Background: an optimization exercise with open tools, aiming at a short achievable clock period and few clock cycles. Do not read the settings as production practice.
Function not checked in this run: the RTL went through the layout flow alone.

--- config.mk ---
export PLATFORM = sky130hd
export DESIGN_NAME = cpu16_core
export DESIGN_NICKNAME = cpu16_core
export VERILOG_FILES = /design/flow/design.v
export SDC_FILE = /design/flow/constraint.sdc
export NUM_CORES = 4
export LEC_CHECK = 0
export CAP_MARGIN = 20
export CORE_MARGIN = 2
export CORE_UTILIZATION = 40
export PLACE_DENSITY = 0.6
export SETUP_SLACK_MARGIN = 0.2
export SLEW_MARGIN = 20
--- constraint.sdc ---
create_clock -name core_clock -period 8.0 [get_ports {clk}]
set_input_delay 1.6000 -clock core_clock [delete_from_list [all_inputs] [get_ports {clk}]]
set_output_delay 1.6000 -clock core_clock [all_outputs]
set_load 0.01 [all_outputs]
--- design.v ---
`timescale 1ns / 1ps
module PC(
    input  wire        clk,
    input  wire        rst,
    input  wire        pc_write,
    input  wire        pc_en,
    input  wire [15:0] pc_next,
    output reg  [15:0] addr
);
    always @(posedge clk or posedge rst) begin
        if (rst) begin
            addr <= 16'h0000;
        end else if (pc_write) begin
            addr <= pc_next;
        end else if (pc_en) begin
            addr <= addr + 16'd2;
        end
    end
endmodule
`timescale 1ns / 1ps
module Decoder(
    input  wire [15:0] instr,
    output wire [3:0]  op_type,
    output wire [3:0]  RS1,
    output wire [3:0]  RS2,
    output wire [3:0]  RA,
    output wire [7:0]  imm,
    output wire        reg_imm,
    output wire        is_load,
    output wire        is_store,
    output wire        mode  
);
    assign op_type  = instr[15:12];
    assign RS1      = instr[11:8];
    assign RS2      = instr[7:4];
    assign RA       = instr[3:0];
    assign imm      = instr[7:0];
    assign reg_imm  = (op_type == 4'd5) || (op_type == 4'd7) || (op_type == 4'd8);
    assign is_load  = (op_type == 4'd9);
    assign is_store = (op_type == 4'd10);
    assign mode = instr[7];
endmodule
`timescale 1ns / 1ps
module Registers(
    input wire clk,
    input wire rst,
    input wire [3:0] RS1,  
    input wire [3:0] RS2,  
    input wire [3:0] RA,  
    input wire [15:0] write_data,  
    input wire reg_write,  
    input wire IType,
    output wire [15:0] SR1_OUT,  
    output wire [15:0] SR2_OUT  
);
    reg [15:0] Register [15:0];  
    reg [3:0] i;
    always @(posedge clk or posedge rst) begin
        if (rst) begin
            Register[0] <= 16'd0;
            Register[1] <= 16'd0;
            Register[2] <= 16'd0;
            Register[3] <= 16'd0;
            Register[4] <= 16'd0;
            Register[5] <= 16'd0;
            Register[6] <= 16'd0;
            Register[7] <= 16'd0;
            Register[8] <= 16'd0;
            Register[9] <= 16'd0;
            Register[10] <= 16'd0;
            Register[11] <= 16'd0;
            Register[12] <= 16'd0;
            Register[13] <= 16'd0;
            Register[14] <= 16'd0;
            Register[15] <= 16'd0;
        end else if (reg_write) begin
            if (IType) begin
                if (RS1 != 4'd0) begin
                    Register[RS1] <= write_data;
                end
            end else if (RA != 4'd0)begin
                Register[RA] <= write_data;
            end
        end
    end
    assign SR1_OUT = (RS1 == 4'd0) ? 16'd0 : Register[RS1];
    assign SR2_OUT = (RS2 == 4'd0) ? 16'd0 : Register[RS2];
endmodule
`timescale 1ns / 1ps
module ALU(
    input wire [15:0] a,
    input wire [15:0] b,
    input wire [3:0] op_type,  
    input wire one_zero,
    output reg [15:0] alu_result,  
    output reg Zero
);
    always @(*) begin
        case (op_type)
            4'd0: begin
                alu_result = a + b;
            end
            4'd1: begin
                alu_result = a - b;
            end
            4'd2: begin
                alu_result = a | b;
            end
            4'd3: begin
                alu_result = a & b;
            end
            4'd4: begin
                alu_result = (a < b) ? 16'd1 : 16'd0;
            end
            4'd5: begin
                if (one_zero) begin
                    alu_result = a >> b[3:0];
                end else begin
                    alu_result = a << b[3:0];
                end
            end
            4'd6: begin
                alu_result = 16'd0;
            end
            4'd7: begin
                alu_result = a + b;
            end
            4'd8: begin
                alu_result = a - b;
            end
            default: begin
                alu_result = 16'd0;
            end
        endcase
        Zero = (alu_result == 0) ? 1 : 0;
    end
endmodule
`timescale 1ns / 1ps
module Control_Unit (
    input wire clk,
    input wire rst,
    input wire [3:0] op_type,
    input wire reg_imm,
    output reg reg_write,
    output reg IType,
    output reg control_write,
    output reg pc_write,
    output reg pc_en,
    output reg ir_en
);
    reg [2:0] state;
    reg [2:0] next_state;
    parameter FETCH = 3'd0;
    parameter DECODE = 3'd1;
    parameter EXECUTE = 3'd2;
    parameter MEMORY = 3'd3;
    parameter WRITEBACK = 3'd4;
    always @(posedge clk or posedge rst) begin
        if (rst) begin
            state <= FETCH;
        end else begin
            state <= next_state;
        end
    end
    always @(*) begin
        next_state = state;
        reg_write = 0;
        IType = reg_imm;
        control_write = 0;
        pc_write = 0;
        pc_en = 0;
        ir_en = 0;
        case (state)
            FETCH: begin
                pc_en = 1;
                ir_en = 1;
                next_state = DECODE;
            end
            DECODE: begin
                next_state = EXECUTE;
            end
            EXECUTE: begin
                next_state = MEMORY;
            end
            MEMORY: begin
                reg_write = 1;  
                if (op_type == 4'd9) begin
                    next_state = WRITEBACK;
                end else begin
                    next_state = FETCH;
                end
            end
            WRITEBACK: begin
                next_state = FETCH;
            end
        endcase
    end
endmodule
`timescale 1ns / 1ps
module cpu16_core (
    input  wire        clk,
    input  wire        rst,
    output wire [15:0] imem_addr,
    input  wire [15:0] imem_data,
    output wire        retire_valid,
    output wire [3:0]  retire_rd,
    output wire [15:0] retire_data
);
    wire [15:0] addr;
    wire [15:0] instr_mem;
    reg  [15:0] instr;
    wire [3:0]  op_type;
    wire [3:0]  RS1, RS2, RA;
    wire [7:0]  imm;
    wire        reg_imm;
    wire        is_load, is_store;
    wire [15:0] SR1_OUT, SR2_OUT;
    wire [15:0] alu_result;
    wire pc_en;
    wire ir_en;
    wire mode;
    wire        reg_write, IType, control_write, pc_write;
    wire [15:0] pc_next = 16'd0;
    wire one_zero = (op_type == 4'd5) ? mode : 1'b0;
    wire [15:0] b = IType ? {8'd0, imm} : SR2_OUT;
    PC pc_inst (
        .clk(clk),
        .rst(rst),
        .pc_write(pc_write),
        .pc_en(pc_en),
        .pc_next(pc_next),
        .addr(addr)
    );
    assign imem_addr = addr;
    assign instr_mem = imem_data;
    always @(posedge clk or posedge rst) begin
        if (rst) begin
            instr <= 16'h0000;
        end else if (ir_en) begin
            instr <= instr_mem;
        end
    end
    Decoder dec_inst (
        .instr(instr),
        .op_type(op_type),
        .RS1(RS1),
        .RS2(RS2),
        .RA(RA),
        .imm(imm),
        .reg_imm(reg_imm),
        .is_load(is_load),
        .is_store(is_store),
        .mode(mode)
    );
    Registers reg_inst (
        .clk(clk),
        .rst(rst),
        .RS1(RS1),
        .RS2(RS2),
        .RA(RA),
        .IType(IType),
        .write_data(alu_result),
        .reg_write(reg_write),
        .SR1_OUT(SR1_OUT),
        .SR2_OUT(SR2_OUT)
    );
    ALU alu_inst (
        .a(SR1_OUT),
        .b(b),
        .op_type(op_type),
        .one_zero(one_zero),
        .alu_result(alu_result),
        .Zero()
    );
    Control_Unit ctrl_inst (
        .clk(clk),
        .rst(rst),
        .op_type(op_type),
        .reg_imm(reg_imm),
        .reg_write(reg_write),
        .IType(IType),
        .control_write(control_write),
        .pc_write(pc_write),
        .pc_en(pc_en),
        .ir_en(ir_en)
    );
    assign retire_valid = reg_write;
    assign retire_rd    = IType ? RS1 : RA;
    assign retire_data  = alu_result;
endmodule
--- run.sh ---
#!/bin/bash
# synth_recipe.tcl (not shown) runs the flow's synth.tcl, then flattens the netlist and writes it again
# the make line also repeats each setting of config.mk as NAME=value (left out here)
make -C /OpenROAD-flow-scripts/flow DESIGN_CONFIG=/design/flow/config.mk WORK_HOME=/design/flow/orfs CLKGATE_MAP_FILE= SYNTH_SCRIPT=/design/flow/synth_recipe.tcl finish
==> summary.txt <==
## layer usage
metal | share of wire, % | GRT usage, % | routed length (µm) | up-vias
li1 | - | - | - | 7836
met1 | 41 | 44.85 | 33110 | 8808
met2 | 43 | 51.59 | 35140 | 1081
met3 | 10 | 8.295 | 8362 | 233
met4 | 5.3 | 15.71 | 4293 | 2
met5 | 0.016 | 0 | 13 | -
## metrics by stage
step | hold WS (ps) | worst slack, ps | utilization [%]
floorplan | 459.0 | 1925 | -
global placement | 460.6 | 484.3 | 43.60
detailed placement | 483.7 | 528.3 | 43.60
CTS | 495.0 | 193.6 | 46.31
global route | 534.2 | 197.4 | 46.63
finish | 492.4 | 283.7 | 46.63
## worst max path at each step
stage | from | to | slack, ps | cells after the start
finish | instr[5] | retire_data[11] | 280 | 18
detailed placement | instr[12] | retire_data[15] | 530 | 18
global route | instr[9] | retire_data[13] | 200 | 16
global placement | instr[12] | retire_data[15] | 480 | 18
CTS | instr[5] | retire_data[15] | 190 | 20
floorplan | instr[4] | retire_data[15] | 1930 | 23
## final cells by class
class	count	share of cell area, %
Clock buffer	39	4.305
Clock inverter	21	1.319
Inverter	88	1.620
Multi-Input combinational cell	1581	49.70
Sequential cell	274	32.48
Tap cell	600	3.548
Timing Repair Buffer	171	7.025
## sequential cells by signal, summed over array words and instances (netlist names)
register / cells
instr: 16
reg_inst.Register: 240
pc_inst.addr: 15
ctrl_inst.state: 3
## layout by cell type (no fill, tap or decap), types with 48 or more instances in the layout
| master | synthesis | routed |
|---|---|---|
| mux2i_1 | 81 | 81 |
| buf_4 | 13 | 113 |
| a22oi_1 | 74 | 74 |
| o21ai_0 | 110 | 109 |
| clkdlybuf4s50_1 | 0 | 53 |
| nand3_1 | 91 | 91 |
| nor2_1 | 222 | 219 |
| ha_1 | 50 | 48 |
| nand2_1 | 167 | 167 |
| inv_1 | 83 | 82 |
| dfrtp_1 | 274 | 267 |
| a21oi_1 | 218 | 207 |
| mux2_2 | 71 | 71 |
## logic make-up (layout without fill, tap and decap cells)
kind of cell / after synthesis / after routing / synth area share [%]
and+or+nand+nor: 665 / 665 / 16.98
xor gates and xnor gates: 19 / 19 / 0.9046
AOI/OAI and AO/OA: 689 / 689 / 25.53
adders and majority gates: 52 / 52 / 3.619
buffers and inverters: 266 / 319 / 6.550
other: 1 / 1 / 0.02039
DFF: 274 / 274 / 37.27
muxes: 155 / 155 / 9.121
## timing repair
item / in CTS / in global routing
pin swaps: 1 / 2
setup buffers: 4 / 1
gates resized for setup: 3 / 27
setup endpoints to repair: 4 / 11
==> summary.md <==
| Metric | Value |
|---|---|
| Status | finished clean |
| TritonCTS clock tree | done |
| H-tree depth | 2 |
| CP cell instances | nand2b_1, nor3_2, buf_4, a222oi_1, nand3_1, o211ai_1, o21ai_0, ha_2, nor2_1, nor2_1, o211ai_1, o41ai_2, buf_4, nand2b_1, a221o_1, a21oi_1, o21ai_2, clkdlybuf4s50_1 |
| Vias in the first global route | 17050 |
| CTS max path bufs | 3 |
| Filler instances | 4421 |
| Drt via density | 6.474 |
| Placed cells | 2708 |
| R2R Setup Slk | 2330 ps |
| Slowest CP cell | clkdlybuf4s50_1 |
| Synth area leader | dfrtp_1 |
| Avg WL per Cell | 29.17 µm |
| Synth Warn # | 6 |
| Slew of the pin with the lowest slew margin | 1172 ps |
| Largest net degree at the start of global routing | 153 |
| Register area share after synthesis | 37.27% |
| Final Non-Filler Cells | 2774 |
| CP max FO | 15 |
| Hold WC Path Type | flip-flop to flip-flop |
| Clock latency (worst-skew pair) | 560 ps |
| CTS clk-pin slew, worst paths | 70 ps |
| Hpwl dp | 57.03 mm |
| Final period utilization | 96.45% |
| Clock Sinks | 274 |
| Final hold viol count | 0 |
| FP Rows | 78 |
| Fin crit period | 7716 ps |
| Yosys cell types | 100 |
| Crit path DAT | 6120 ps |
| CP delay by family, top | compound AO/OA/AOI/OAI gates |
| Worst path max stage delay | 570 ps |
| Multi-input logic area | 0.01052 mm² |
| Most frequent cell after synthesis | dfrtp_1 |
| Hold Crit Depth | 1 |
| Initial DRT Pass Iterations | 6 |
| FF-to-FF End | reg_inst.Register[4][11] |
| Share of cells above drive strength 1 | 15.69% |
| #FFs+latches synth | 274 |
| Syn Area/Cell | 8.673 µm² |
| GRT Util Overall | 33.75% |
| Slew margin rel. | 21.06% |
| Die W | 218.4 µm |
| DRT iter0 DRCs | 2445 |
| Drt total wl | 80.92 mm |
| Count of buffers from port buffering | 53 |
| Total negative slack | 0 ps |
| Depth of the worst register-to-register path | 19 |
| CTS Buf Count | 34 |
| Crit path kind | flip-flop to output pin |
| Design area | 0.02116 mm² |
| Final Skew | 20.73 ps |
| Net Count, Synth | 2191 |
| Worst hold path startpoint | pc_inst.addr[5] |
| Area delta synth->final | 15.02% |
| Post-synth top cells | dfrtp_1 (274), nor2_1 (222), a21oi_1 (218), nand2_1 (167), o21ai_0 (110) |
| GPL Wtd Cong | 1.011 |
| Root buffer cell | clkbuf_16 |
| Initial Util | 40.53% |
| CP Buf/Inv Count | 3 |
| CTS Hold Bufs | 0 |
| RSZ-0062 raised after global routing | yes |
| Register Area | 0.006873 mm² |
| Antenna viol nets, final | 0 |
| Core ar. | 0.04538 mm² |
| Initial antenna violation count | 1 |
| Peak Freq | 0.1296 GHz |
| Grt total ovfl | 0 |
| Cell area after synthesis | 0.01840 mm² |
| Die height | 218.4 µm |
| Post-synth EDFFs | 0 |
| Max Cap Viol | 0 |
| DRC viols | 0 |
| # setup viols final | 0 |
| Diodes inserted | 0 |
| Async SR Flop Fraction | 100.0% |
| DR vias | 17960 |
| Hold Path End | pc_inst.addr[5] |
| R2r startpoint | instr[5] |
| Die ar. | 0.04772 mm² |
| Placed instance area | 0.01979 mm² |
| Slew Limit Fails | 0 |
| Cells after Synth | 2121 |
| Critical Path RT | 6400 ps |
| Fin nets | 2220 |
| Main synth FF type | dfrtp_1 |
| Global-route wire length before repair | 117.9 mm |
| Setup crit end kind | output pin |
| Synth top area share | 37.27% |
| Io pins | 55 |
| CP startpoint kind | flip-flop |
| Top post-synthesis cells by area | dfrtp_1 (37%), a21oi_1 (5.9%), nor2_1 (4.5%), mux2i_1 (4.4%), mux2_2 (4.3%) |

[separate check: timing with driven ports]
The results above use ideal ports. As a check the final layout listed here was re-extracted and re-timed, cells and wires unchanged. Step 1, drivers: a clkbuf_16 drives clk and a buf_2 each remaining input, both assumed. Step 2 moves the port delays by t, midway between the first and last clock arrival at a register: inputs arrive t later, outputs are due t later. That takes back most of the time a late clock gives input paths. Slacks: ideal ports / drivers / drivers and shift; pairs: ideal ports / drivers.
shift t [ns]: 0.608
setup WS [ns]: 0.284 / 0.226 / 0.834
clock arrival spread, ns: 0.021 / 0.020
worst slew at a driven data input, ns: 0.05
After both steps this run still meets setup and hold. For this run, drivers alone change the setup slack by -0.058 ns; drivers and shift together by +0.550 ns.
